What follows belongs to an exercise in optimizing a design on an open flow for small area and a short achievable clock period; a production flow would make more cautious choices.
RTL that was checked went through simulation tests only; none was proved equivalent to the original.

==> v23 <==
// div_uu
module div_uu(clk, rst, ena, iready, z, d, q, s, div0, ovf, oready);
clock: 5.5 ns
lec_check: 0
cap_margin: 20
core_margin: 2
core_utilization: 45
setup_slack_margin: 1.0
slew_margin: 20
synth_hierarchical: 1
synth_minimum_keep_size: 0
run.sh (not shown) runs the stock make flow with config.mk's settings and CLKGATE_MAP_FILE= SYNTH_SCRIPT=/design/flow/synth_recipe.tcl, a recipe that flattens the netlist after the stock synthesis.
==> v15 (differences from v23) <==
--- a/flow/design.v
+++ b/flow/design.v
@@ -11147,11 +11147,11 @@
   wire n11064; g20 un11064(n11001, n11063, n10738, n11064);
   wire n11065; g21 un11065(n10838, n10992, n11065);
   wire n11066; g20 un11066(n11001, n11065, n10740, n11066);
   always @(posedge clk) begin
     if (ena) begin
-      q <= {X30[29], X30[28], X30[27], X30[26], X30[25], X30[24], X30[23], X30[22], X30[21], X30[20], X30[19], X30[18], X30[17], X30[16], X30[15], X30[14], X30[13], X30[12], X30[11], X30[10], X30[9], X30[8], X30[7], X30[6], X30[5], X30[4], X30[3], X30[2], X30[1], X30[0], n10743, n11001}; s <= {n11066, n11064, n11062, n11060, n11058, n11056, n11054, n11052, n11050, n11048, n11046, n11044, n11042, n11040, n11038, n11036, n11034, n11032, n11030, n11028, n11026, n11024, n11022, n11020, n11018, n11016, n11014, n11012, n11010, n11008, n11006, n11004}; ovf <= O30; div0 <= ~|{n10420, n10419, n10418, n10417, n10416, n10415, n10414, n10413, n10412, n10411, n10410, n10409, n10408, n10407, n10406, n10405, n10404, n10403, n10402, n10401, n10400, n10399, n10398, n10397, n10396, n10395, n10394, n10393, n10392, n10391, n10390, n10389};
+      q <= {X30[29], X30[28], X30[27], X30[26], X30[25], X30[24], X30[23], X30[22], X30[21], X30[20], X30[19], X30[18], X30[17], X30[16], X30[15], X30[14], X30[13], X30[12], X30[11], X30[10], X30[9], X30[8], X30[7], X30[6], X30[5], X30[4], X30[3], X30[2], X30[1], X30[0], n10743, n11001}; s <= {n11066, n11064, n11062, n11060, n11058, n11056, n11054, n11052, n11050, n11048, n11046, n11044, n11042, n11040, n11038, n11036, n11034, n11032, n11030, n11028, n11026, n11024, n11022, n11020, n11018, n11016, n11014, n11012, n11010, n11008, n11006, n11004}; ovf <= O30; div0 <= &{N30[31], N30[30], N30[29], N30[28], N30[27], N30[26], N30[25], N30[24], N30[23], N30[22], N30[21], N30[20], N30[19], N30[18], N30[17], N30[16], N30[15], N30[14], N30[13], N30[12], N30[11], N30[10], N30[9], N30[8], N30[7], N30[6], N30[5], N30[4], N30[3], N30[2], N30[1], N30[0]};
     end
     if (rst) oready <= 1'b0; else if (ena) oready <= V30;
   end
 endmodule
 module g0(a, y);
CORE_UTILIZATION = 55   (was 45)
SETUP_SLACK_MARGIN = 1.8   (was 1.0)
==> notes <==
v15 finished clean. v23 produced a clean layout. In synthesized area, v23 and v15 hardly differ. Register-to-register slack: v15 is better than v23 (0.23 ns). In v23 the routed wire length is smaller than in v15, by about 18%. Of v23 and v15, v15 has the higher via count (gap about 11%, measured against v15). In v15 the clock skew is lower than in v23, by 0.014 ns.
No functional check of the RTL was part of any run of this note.

* * *

==> job 3406 <==
div_uu, a different RTL version from the one above (not shown whole).
clock: 5.5 ns
lec_check: 0
cap_margin: 20
core_margin: 2
core_utilization: 50
cts_buf_list: sky130_fd_sc_hd__clkbuf_8
setup_slack_margin: 2.7
slew_margin: 20
synth_hierarchical: 1
synth_minimum_keep_size: 0
==> job 9293: changes against job 3406 <==
==> flow/flow/run.sh (new file) <==
#!/bin/bash
# Standard layout, with one change: after the standard synthesis, every
# sky130_fd_sc_hd__a21oi_2 that synthesis picked for a gate module is set
# back to sky130_fd_sc_hd__a21oi_1 (same pins and function); the later
# repair steps size up again whatever timing needs.
set -euo pipefail
bash standard.sh synth > synth.log 2>&1
R=orfs/results/${FLOW_PLATFORM}/div_uu/base
grep -c 'sky130_fd_sc_hd__a21oi_2 ' "$R/1_2_yosys.v" > downsize.log || true
sed -i 's/\bsky130_fd_sc_hd__a21oi_2 /sky130_fd_sc_hd__a21oi_1 /' "$R/1_2_yosys.v"
grep -c 'sky130_fd_sc_hd__a21oi_1 ' "$R/1_2_yosys.v" >> downsize.log || true
rm -f "$R/1_synth.odb" "$R/1_synth.sdc"
bash standard.sh finish > finish.log 2>&1
==> flow/standard.sh (new file) <==
#!/bin/bash
# synth_recipe.tcl (not shown) runs the flow's synth.tcl, then flattens the netlist and writes it again
# the make line also repeats each setting of config.mk as NAME=value (left out here)
make -C /OpenROAD-flow-scripts/flow DESIGN_CONFIG=/design/flow/config.mk WORK_HOME=/design/flow/orfs CLKGATE_MAP_FILE= SYNTH_SCRIPT=/design/flow/synth_recipe.tcl "${@:-finish}"
--- a/flow/config.mk
+++ b/flow/config.mk
@@ -8,7 +8,7 @@
 export CAP_MARGIN = 20
 export CORE_MARGIN = 2
-export CORE_UTILIZATION = 50
-export CTS_BUF_LIST = sky130_fd_sc_hd__clkbuf_8
-export SETUP_SLACK_MARGIN = 2.7
+export CORE_UTILIZATION = 55
+export CTS_CLUSTER_SIZE = 30
+export SETUP_SLACK_MARGIN = 3.0
 export SLEW_MARGIN = 20
 export SYNTH_HIERARCHICAL = 1
removed: flow/run.sh
==> comparison table <==
| quantity | job 9293 | job 3406 |
|---|---|---|
| Status | timing/DRC/antenna clean | timing/DRC/antenna clean |
| Number of core rows | 193 | 207 |
| Post-synthesis average cell area | 10.4 um^2 | 10.9 um^2 |
| Source of the worst register-to-register timing path | N15[1] | R21[15] |
| Clock Skew | 0.0548 ns | 0.0720 ns |
| Hold WS | 0.400 ns | 0.383 ns |
| Average via count per standard cell | 5.43 | 5.27 |
| Detail Route met3 WL | 11,100 um | 11,200 um |
| Final-layout fill cell count | 20,899 | 26,532 |
| Maximum number of pins on one net before global-route repair | 162 | 173 |
| Tap cell instance count | 3,705 | 4,180 |
| Fraction of area in multi-input gates | 0.319 | 0.339 |
| Number of buffers created by CTS | 337 | 547 |
| Share of the cycle needed by the critical path after routing | 0.479 | 0.511 |
| Cell at the root of the clock tree | clkbuf_16 | clkbuf_8 |
| Max H-tree Level | 5 | 6 |
| Non-filler instance count after layout | 19,701 | 20,144 |
| Placed Instances | 18,540 | 19,038 |
| Weighted congestion reported at the end of routability-driven placement | 0.895 | 0.861 |
| Met3 routing resource usage after global routing | 0.0262 | 0.0261 |
| Routed length on met2 | 177,000 um | 178,000 um |
| Detailed Routing Iterations Pass 1 | 6 | 8 |

* * *

==> wip/yarrow: inputs <==
div_uu, a different RTL version from the one above (not shown whole).
Settings: LEC_CHECK=0, CAP_MARGIN=20, CORE_MARGIN=2, CORE_UTILIZATION=55, CTS_CLUSTER_SIZE=30, SETUP_SLACK_MARGIN=3.0, SLEW_MARGIN=20, SYNTH_HIERARCHICAL=1, SYNTH_MINIMUM_KEEP_SIZE=0; clock period 5.5 ns.
standard.sh (not shown) runs the stock make flow with config.mk's settings and CLKGATE_MAP_FILE= SYNTH_SCRIPT=/design/flow/synth_recipe.tcl, a recipe that flattens the netlist after the stock synthesis.
==> flow/flow/run.sh <==
#!/bin/bash
# Standard layout, with one change: after the standard synthesis, every
# sky130_fd_sc_hd__a21oi_2 that synthesis picked for a gate module is set
# back to sky130_fd_sc_hd__a21oi_1 (same pins and function); the later
# repair steps size up again whatever timing needs.
set -euo pipefail
bash standard.sh synth > synth.log 2>&1
R=orfs/results/${FLOW_PLATFORM}/div_uu/base
grep -c 'sky130_fd_sc_hd__a21oi_2 ' "$R/1_2_yosys.v" > downsize.log || true
sed -i 's/\bsky130_fd_sc_hd__a21oi_2 /sky130_fd_sc_hd__a21oi_1 /' "$R/1_2_yosys.v"
grep -c 'sky130_fd_sc_hd__a21oi_1 ' "$R/1_2_yosys.v" >> downsize.log || true
rm -f "$R/1_synth.odb" "$R/1_synth.sdc"
bash standard.sh finish > finish.log 2>&1
==> wip/pepper: changes against wip/yarrow <==
Settings changed: CORE_UTILIZATION 55 to 50, CTS_CLUSTER_SIZE 30 to not set, SETUP_SLACK_MARGIN 3.0 to 2.9.
==> summary of the runs <==
- In wip/pepper the hold slack is higher than in wip/yarrow, by 0.0058 ns.
- Of wip/pepper and wip/yarrow, wip/yarrow has the higher critical path depth (gap 8).
- In wip/pepper the maximum frequency is smaller than in wip/yarrow, by 0.41%.
- Die area: wip/yarrow is lower than wip/pepper (9.0%).
- In wip/pepper the worst setup slack is worse than in wip/yarrow, by 0.011 ns.
==> figures <==
Result of the run: wip/pepper finished clean; wip/yarrow finished clean
Clock network latency to the later pin of the worst-skew pair: wip/pepper 0.92 ns; wip/yarrow 0.94 ns
Achievable Freq: wip/pepper 386.7 MHz; wip/yarrow 388.3 MHz
Placed insts: wip/pepper 19120; wip/yarrow 18710
Number of cell rows: wip/pepper 204; wip/yarrow 195
Post-route met1 wirelength: wip/pepper 112600 um; wip/yarrow 128000 um
Reg2Reg Capture Point: wip/pepper R21[30]; wip/yarrow R20[15]
Buffer count excluding the clock tree in the final layout: wip/pepper 539; wip/yarrow 747
Setup clock skew after layout: wip/pepper 0.05268 ns; wip/yarrow 0.06210 ns
Register-to-register setup slack: wip/pepper 2.92 ns; wip/yarrow 2.92 ns
No functional check of the RTL was part of any run of this note.

* * *

==> inputs of 10-19 <==
div_uu, a different RTL version from the one above (not shown whole).
==> flow/config.mk <==
export PLATFORM = sky130hd
export DESIGN_NAME = div_uu
export DESIGN_NICKNAME = div_uu
export VERILOG_FILES = /design/flow/design.v
export SDC_FILE = /design/flow/constraint.sdc
export NUM_CORES = 4
export LEC_CHECK = 0
export CAP_MARGIN = 20
export CORE_MARGIN = 2
export CORE_UTILIZATION = 55
export SETUP_SLACK_MARGIN = 3.0
export SLEW_MARGIN = 20
export SYNTH_HIERARCHICAL = 1
export SYNTH_MINIMUM_KEEP_SIZE = 0
==> flow/constraint.sdc <==
create_clock -name core_clock -period 5.5 [get_ports {clk}]
set_input_delay 1.1000 -clock core_clock [delete_from_list [all_inputs] [get_ports {clk}]]
set_output_delay 1.1000 -clock core_clock [all_outputs]
set_load 0.01 [all_outputs]
==> flow/flow/run.sh <==
#!/bin/bash
# Standard layout, with one change: after the standard synthesis, the gate
# cells that synthesis sized up for each small gate module
# (sky130_fd_sc_hd__a21oi_2, mux2_4, nor2b_4) are set back to size 1 (same
# pins and function); the later repair steps size up again whatever timing
# needs.
set -euo pipefail
bash standard.sh synth > synth.log 2>&1
R=orfs/results/${FLOW_PLATFORM}/div_uu/base
for c in a21oi_2 mux2_4 nor2b_4; do
  echo "$c $(grep -c "sky130_fd_sc_hd__$c " "$R/1_2_yosys.v" || true)" >> downsize.log
done
sed -i -e 's/\bsky130_fd_sc_hd__a21oi_2 /sky130_fd_sc_hd__a21oi_1 /' \
       -e 's/\bsky130_fd_sc_hd__mux2_4 /sky130_fd_sc_hd__mux2_1 /' \
       -e 's/\bsky130_fd_sc_hd__nor2b_4 /sky130_fd_sc_hd__nor2b_1 /' "$R/1_2_yosys.v"
rm -f "$R/1_synth.odb" "$R/1_synth.sdc"
bash standard.sh finish > finish.log 2>&1
==> 01-11: changes against 10-19 <==
Settings changed: CORE_UTILIZATION 55 to 62.
==> notes <==
In sequential cell count, 01-11 and 10-19 do not differ.
In 01-11 the count of clock-buffer cells in the layout is higher than in 10-19, by 16.
Against 10-19, the final cell count of 01-11 is lower by about 2%.
Between 01-11 and 10-19, the lower setup slack is in 01-11 (gap 0.049 ns).
In synthesized cell count, 10-19 and 01-11 do not differ.
Against 01-11, the register-to-register slack of 10-19 is higher by 0.04 ns.
In 01-11 the first-iteration DRC count is larger than in 10-19, by about 9%.
In 01-11 the global-route usage is higher than in 10-19, by 2.6 points.
In 01-11 the sequential share of layout area is higher than in 10-19, by 0.29 points.
==> figures <==
quantity	01-11	10-19
Fraction of area in registers	53.2%	52.9%
Reg2Reg Depth	10	11
Inserted Diodes	2	3
Non-clk buf share	3.45%	3.41%
Number of DRC violations after detailed-routing iteration 0	5606	5139
Multi-input gate share of the layout cell area	30.0%	29.7%
Placement Cell Area	156000 µm²	157000 µm²
Fraction of met2 tracks used by global routing	45.4%	39.8%
Post-layout min period	2.54 ns	2.49 ns
Fin area	173000 µm²	174000 µm²
Die outline width	494 µm	525 µm
Wirelength per Cell	16.0 µm	15.6 µm
First-pass GRT wire length	460 mm	463 mm
Result of the run	complete, no violations	complete, no violations
Routed wl met3	10.2 mm	8.54 mm
Clock Pin Slew Worst Setup and Hold Paths	0.06 ns	0.05 ns

separate check: timing with driven ports:
In the flow no input, the clock included, has a driving cell. The finished layouts below were timed again as built, in two steps. Step 1 assumes that a clkbuf_16 drives the clock port and a buf_2 every other input. Step 2 moves the port delays by t, midway between the first and last clock arrival at a register: inputs arrive t later, outputs are due t later. That takes back most of the time a late clock gives input paths. Three values: ideal ports, drivers, drivers and shift; two values: the first two.
| run | t, ns | slack for setup (ns) | worst setup path after step 2 | latest minus earliest clock arrival (ns) | worst slew at a driven data input, ns |
|---|---|---|---|---|---|
| v23 | 0.931 | 1.126 / 1.126 / 0.308 | input to register | 0.090 / 0.090 | 0.18 |
| v15 | 0.939 | 1.355 / 1.355 / 1.023 | input to register | 0.048 / 0.048 | 0.10 |
| job 3406 | 1.213 | 2.692 / 2.597 / 1.731 | input to register | 0.084 / 0.084 | 0.09 |
| job 9293 | 0.989 | 2.864 / 2.764 / 2.168 | input to register | 0.060 / 0.060 | 0.08 |
| wip/yarrow | 1.006 | 2.925 / 2.864 / 2.278 | input to register | 0.062 / 0.063 | 0.08 |
| wip/pepper | 0.997 | 2.914 / 2.813 / 2.330 | input to register | 0.075 / 0.075 | 0.08 |
| 10-19 | 0.992 | 3.014 / 2.921 / 2.140 | input to register | 0.090 / 0.089 | 0.08 |
| 01-11 | 1.024 | 2.965 / 2.876 / 2.065 | input to register | 0.121 / 0.121 | 0.08 |
After both steps setup and hold are still met in every run listed. For job 3406, which loses most, drivers alone change the setup slack by -0.095 ns; drivers and shift together by -0.961 ns.
